Context: an optimization exercise on an open-source flow, tuned for small area. The choices shown serve that exercise and are no tape-out recipe.
Where RTL was checked, it was by simulation tests only, not by an equivalence proof against the original.

==> flow/design.v (excerpt) <==
module rgb_to_ycrcb_converter
#(
	parameter DATAIN_WIDTH 	= 32,
	parameter DATAOUT_WIDTH = 32
)
(
	input		clk		,
	input		rst		,
	input      	[DATAIN_WIDTH-1:0]	datain	,
	input             		datain_valid	,
	output	reg		datain_ready			,
	output      	[DATAOUT_WIDTH-1:0]	dataout			,
	output  reg           		dataout_valid ,
	input				dataout_ready
);
Size in the first run: roughly 290 cells after synthesis, ~53 flip-flops, roughly 70 I/O pins, ~4100 um2 of cells after synthesis.
export LEC_CHECK = 0
export CAP_MARGIN = 20
export CORE_MARGIN = 2
export CORE_UTILIZATION = 40
export SLEW_MARGIN = 20
export SYNTH_HIERARCHICAL = 1
create_clock -name core_clock -period 10.0 [get_ports {clk}]
standard.sh (not shown) runs the stock make flow with config.mk's settings and CLKGATE_MAP_FILE= SYNTH_SCRIPT=/design/flow/synth_recipe.tcl, a recipe that flattens the netlist after the stock synthesis.
==> flow/flow/run.sh <==
#!/bin/bash
set -euo pipefail
export BUFFER_PORTS_ARGS="-buffer_cell sky130_fd_sc_hd__buf_1"
bash standard.sh finish > standard_flow.log 2>&1
==> next run, changes <==
--- a/flow/design.v
+++ b/flow/design.v
@@ -194,17 +194,17 @@
 	wire s252, c253;
 	rgb_fa u254 (.a(R0[3]), .b(~s213), .c(c250), .s(s252), .co(c253));
 	wire s255, c256;
 	rgb_fa u257 (.a(R0[4]), .b(~s225), .c(c253), .s(s255), .co(c256));
 	wire s258, c259;
 	rgb_fa u260 (.a(R0[5]), .b(~s234), .c(c256), .s(s258), .co(c259));
 	wire s261, c262;
-	rgb_fa u263 (.a(Q3[6]), .b(Q3[7]), .c(~Y2[6]), .s(s261), .co(c262));
+	rgb_fa u263 (.a(R0[6]), .b(~s240), .c(c259), .s(s261), .co(c262));
 	wire s264, c265;
-	rgb_fa u266 (.a(Q3[8]), .b(Y2[7]), .c(c262), .s(s264), .co(c265));
+	rgb_fa u266 (.a(Q3[7]), .b(Q3[8]), .c(Y2[7]), .s(s264), .co(c265));
 	wire s267, c268;
 	rgb_ha u269 (.a(B0[0]), .b(s159), .s(s267), .co(c268));
 	wire s270, c271;
 	rgb_fa u272 (.a(B0[1]), .b(c268), .c(~s180), .s(s270), .co(c271));
 	wire s273, c274;
 	rgb_fa u275 (.a(B0[2]), .b(s198), .c(c271), .s(s273), .co(c274));
 	wire s276, c277;
@@ -218,27 +218,27 @@
 	wire s288, c289;
 	rgb_fa u290 (.a(Q4[7]), .b(Q4[8]), .c(Y2[7]), .s(s288), .co(c289));
 	wire s291, c292;
 	rgb_fa u293 (.a(Q3[4]), .b(c265), .c(s264), .s(s291), .co(c292));
 	wire s294, c295;
 	rgb_fa u296 (.a(s264), .b(c292), .c(s291), .s(s294), .co(c295));
 	wire s297, c298;
-	rgb_fa u299 (.a(Q3[3]), .b(s261), .c(c265), .s(s297), .co(c298));
+	rgb_fa u299 (.a(Q3[3]), .b(Q3[6]), .c(c265), .s(s297), .co(c298));
 	wire s300, c301;
 	rgb_fa u302 (.a(s297), .b(c295), .c(s294), .s(s300), .co(c301));
 	wire s303, c304;
 	rgb_fa u305 (.a(Q3[4]), .b(s264), .c(c298), .s(s303), .co(c304));
 	wire s306, c307;
 	rgb_fa u308 (.a(s303), .b(c301), .c(s300), .s(s306), .co(c307));
 	wire s309, c310;
 	rgb_fa u311 (.a(Q3[5]), .b(c265), .c(c304), .s(s309), .co(c310));
 	wire s312, c313;
 	assign c313 = (s309 & c307) | (s309 & s306) | (c307 & s306);
 	wire s315, c316;
-	rgb_fa u317 (.a(Q3[0]), .b(s261), .c(c310), .s(s315), .co(c316));
+	rgb_fa u317 (.a(Q3[0]), .b(Q3[6]), .c(c310), .s(s315), .co(c316));
 	wire s318, c319;
 	assign c319 = s315 & c313;
 	wire s321, c322;
 	rgb_fa u323 (.a(~Q3[1]), .b(s264), .c(c316), .s(s321), .co(c322));
 	wire s324, c325;
 	assign c325 = s321 & c319;
 	wire s327, c328;
@@ -254,27 +254,27 @@
 	wire s340 = c336 ^ s337;
 	wire c341 = c336 | ~s337;
 	wire s342, c343;
 	rgb_fa u344 (.a(~Q3[2]), .b(Q3[5]), .c(c338), .s(s342), .co(c343));
 	wire s345 = c341 ^ s342;
 	wire c346 = c341 | ~s342;
 	wire s347, c348;
-	rgb_fa u349 (.a(~Q3[3]), .b(s261), .c(c343), .s(s347), .co(c348));
+	rgb_fa u349 (.a(~Q3[3]), .b(Q3[6]), .c(c343), .s(s347), .co(c348));
 	wire s350 = c346 ^ s347;
 	wire c351 = c346 | ~s347;
 	wire s352, c353;
 	rgb_fa u354 (.a(~Q3[4]), .b(s264), .c(c348), .s(s352), .co(c353));
 	wire s355 = c351 ^ s352;
 	wire c356 = c351 | ~s352;
 	wire s357, c358;
 	rgb_fa u359 (.a(~Q3[5]), .b(c265), .c(c353), .s(s357), .co(c358));
 	wire s360 = c356 ^ s357;
 	wire c361 = c356 & ~s357;
 	wire s362, c363;
-	rgb_fa u364 (.a(s261), .b(~c358), .c(c361), .s(s362), .co(c363));
+	rgb_fa u364 (.a(Q3[6]), .b(~c358), .c(c361), .s(s362), .co(c363));
 	wire s365 = s264 ^ c363 ^ s362;
 	wire s366 = Q4[0] ^ Q4[5];
 	wire c367 = ~Q4[0] & Q4[5];
 	wire s368, c369;
 	assign c369 = (Q4[1] & ~c367) | (Q4[1] & s288) | (~c367 & s288);
 	wire s371, c372;
 	rgb_fa u373 (.a(Q4[2]), .b(c289), .c(c369), .s(s371), .co(c372));
@@ -306,15 +306,15 @@
 	rgb_fa u409 (.a(Q4[6]), .b(c405), .c(s404), .s(s407), .co(c408));
 	wire s410, c411;
 	rgb_fa u412 (.a(s288), .b(c408), .c(s407), .s(s410), .co(c411));
 	wire s413 = c289 ^ c411 ^ s410;
 	always @(posedge clk) begin
 		R0 <= datain[15:8]; G0 <= datain[23:16]; B0 <= datain[31:24];
 		Y2 <= {s243, s240, s234, s225, s213, s198, s180, s159};
-		Q3 <= {R0[7], R0[6], c259, s258, s255, s252, s249, s246, s244};
+		Q3 <= {R0[7], c262, s261, s258, s255, s252, s249, s246, s244};
 		Q4 <= {B0[7], c286, s285, s282, s279, s276, s273, s270, s267};
 		if (rst) begin
 			datain_ready <= 1'b0; v1 <= 1'b0; dataout_valid <= 1'b0;
 		end else begin
 			datain_ready <= dataout_ready; v1 <= datain_valid; dataout_valid <= v1;
 		end
 	end
=>
- area after synthesis is about the same
- worst hold slack improves by 0.011 ns
- via count went down by 2.2%
- wire length went up by 1.1%
No functional check of the RTL was part of any run of this note.

---

## run 1
rgb_to_ycrcb_converter, a different RTL version from the one above (not shown whole).
For scale: ~300 cells after synthesis, roughly 53 flip-flops, about 70 I/O pins, ~4100 um^2 of cells after synthesis.
export LEC_CHECK = 0
export CAP_MARGIN = 20
export CORE_MARGIN = 2
export CORE_UTILIZATION = 40
export SLEW_MARGIN = 20
export SYNTH_HIERARCHICAL = 1
create_clock -name core_clock -period 10.0 [get_ports {clk}]
Scripts as last shown in full above: flow/flow/run.sh
Relative to run 1, the following input files were edited for run 2:
--- a/flow/design.v
+++ b/flow/design.v
@@ -135,57 +135,57 @@
 	wire s164, c165;
 	rgb_fa u166 (.a(s161), .b(c82), .c(s81), .s(s164), .co(c165));
 	wire s167, c168;
 	rgb_fa u169 (.a(c147), .b(s164), .c(s146), .s(s167), .co(c168));
 	wire s170, c171;
 	rgb_fa u172 (.a(G0[1]), .b(s8), .c(c150), .s(s170), .co(c171));
 	wire s173, c174;
 	rgb_fa u175 (.a(s34), .b(s14), .c(s170), .s(s173), .co(c174));
 	wire s176, c177;
-	rgb_fa u178 (.a(~s173), .b(s20), .c(s43), .s(s176), .co(c177));
+	rgb_fa u178 (.a(s173), .b(~s20), .c(~s43), .s(s176), .co(c177));
 	wire s179, c180;
-	rgb_fa u181 (.a(~c153), .b(c156), .c(s176), .s(s179), .co(c180));
+	rgb_fa u181 (.a(c153), .b(~c156), .c(s176), .s(s179), .co(c180));
 	wire s182, c183;
-	rgb_fa u184 (.a(c159), .b(~s179), .c(c162), .s(s182), .co(c183));
+	rgb_fa u184 (.a(c159), .b(s179), .c(c162), .s(s182), .co(c183));
 	wire s185, c186;
 	rgb_fa u187 (.a(s182), .b(c165), .c(c168), .s(s185), .co(c186));
 	wire s188, c189;
 	rgb_ha u190 (.a(s167), .b(s185), .s(s188), .co(c189));
 	wire s191, c192;
 	rgb_fa u193 (.a(G0[2]), .b(s11), .c(c171), .s(s191), .co(c192));
 	wire s194, c195;
 	rgb_fa u196 (.a(s37), .b(s17), .c(c174), .s(s194), .co(c195));
 	wire s197, c198;
-	rgb_fa u199 (.a(~s191), .b(c21), .c(c44), .s(s197), .co(c198));
+	rgb_fa u199 (.a(s191), .b(~c21), .c(~c44), .s(s197), .co(c198));
 	wire s200, c201;
-	rgb_fa u202 (.a(~s194), .b(c177), .c(s197), .s(s200), .co(c201));
+	rgb_fa u202 (.a(s194), .b(c177), .c(s197), .s(s200), .co(c201));
 	wire s203, c204;
-	rgb_fa u205 (.a(c180), .b(s200), .c(~c183), .s(s203), .co(c204));
+	rgb_fa u205 (.a(c180), .b(s200), .c(c183), .s(s203), .co(c204));
 	wire s206, c207;
-	rgb_fa u208 (.a(~s203), .b(c186), .c(c189), .s(s206), .co(c207));
+	rgb_fa u208 (.a(s203), .b(c186), .c(c189), .s(s206), .co(c207));
 	wire s209, c210;
 	rgb_fa u211 (.a(G0[3]), .b(s14), .c(c192), .s(s209), .co(c210));
 	wire s212, c213;
 	rgb_fa u214 (.a(s40), .b(s20), .c(c195), .s(s212), .co(c213));
 	wire s215, c216;
-	rgb_fa u217 (.a(s209), .b(~c198), .c(s212), .s(s215), .co(c216));
+	rgb_fa u217 (.a(s209), .b(c198), .c(s212), .s(s215), .co(c216));
 	wire s218, c219;
-	rgb_fa u220 (.a(c201), .b(~s215), .c(c204), .s(s218), .co(c219));
+	rgb_fa u220 (.a(c201), .b(s215), .c(c204), .s(s218), .co(c219));
 	wire s221, c222;
-	rgb_fa u223 (.a(~s218), .b(c207), .c(s206), .s(s221), .co(c222));
+	rgb_fa u223 (.a(s218), .b(c207), .c(s206), .s(s221), .co(c222));
 	wire s224, c225;
 	rgb_fa u226 (.a(G0[4]), .b(s17), .c(c21), .s(s224), .co(c225));
 	wire s227, c228;
 	rgb_fa u229 (.a(c210), .b(s43), .c(s224), .s(s227), .co(c228));
 	wire s230, c231;
 	rgb_fa u232 (.a(c213), .b(s227), .c(c216), .s(s230), .co(c231));
 	wire s233, c234;
-	rgb_fa u235 (.a(s230), .b(~c219), .c(c222), .s(s233), .co(c234));
+	rgb_fa u235 (.a(s230), .b(c219), .c(c222), .s(s233), .co(c234));
 	wire s236, c237;
 	rgb_fa u238 (.a(G0[5]), .b(c44), .c(s20), .s(s236), .co(c237));
 	wire s239, c240;
 	rgb_fa u241 (.a(c225), .b(s236), .c(c228), .s(s239), .co(c240));
 	wire s242, c243;
 	rgb_fa u244 (.a(s239), .b(c231), .c(c234), .s(s242), .co(c243));
 	wire s245, c246;
 	rgb_fa u247 (.a(G0[6]), .b(c21), .c(c237), .s(s245), .co(c246));
 	wire s248, c249;
==> run notes <==
Routed wire length per instance: run 2 vs run 1 down 0.41%

## static timing again, ports no longer ideal
No port has a modelled driver above. Below, the same layouts with a new extraction and two added sets of constraints.
Step 1, drivers: a clkbuf_16 drives clk and a buf_2 each remaining input, both assumed.
Step 2 also shifts input and output timing later by t, the mid clock arrival at the registers, as if the neighbouring blocks saw the same clock.
Three values: no drivers, after step 1, after step 2; two values: the first two.
run | t, ns | setup WS [ns] | clock arrival spread, ns | worst slew at a driven data input, ns | cell pins on the clock port's net
the first run of note 1 | 0.329 | 0.276 / 0.276 / 0.276 | 0.012 / 0.012 | 0.04 | 1
the second run of note 1 | 0.341 | 0.282 / 0.250 / 0.293 | 0.012 / 0.013 | 0.04 | 1
run 1 | 0.338 | 0.093 / 0.065 / 0.378 | 0.012 / 0.011 | 0.03 | 1
run 2 | 0.330 | 0.210 / 0.184 / 0.364 | 0.008 / 0.008 | 0.04 | 1
After both steps setup and hold are still met in every run listed.
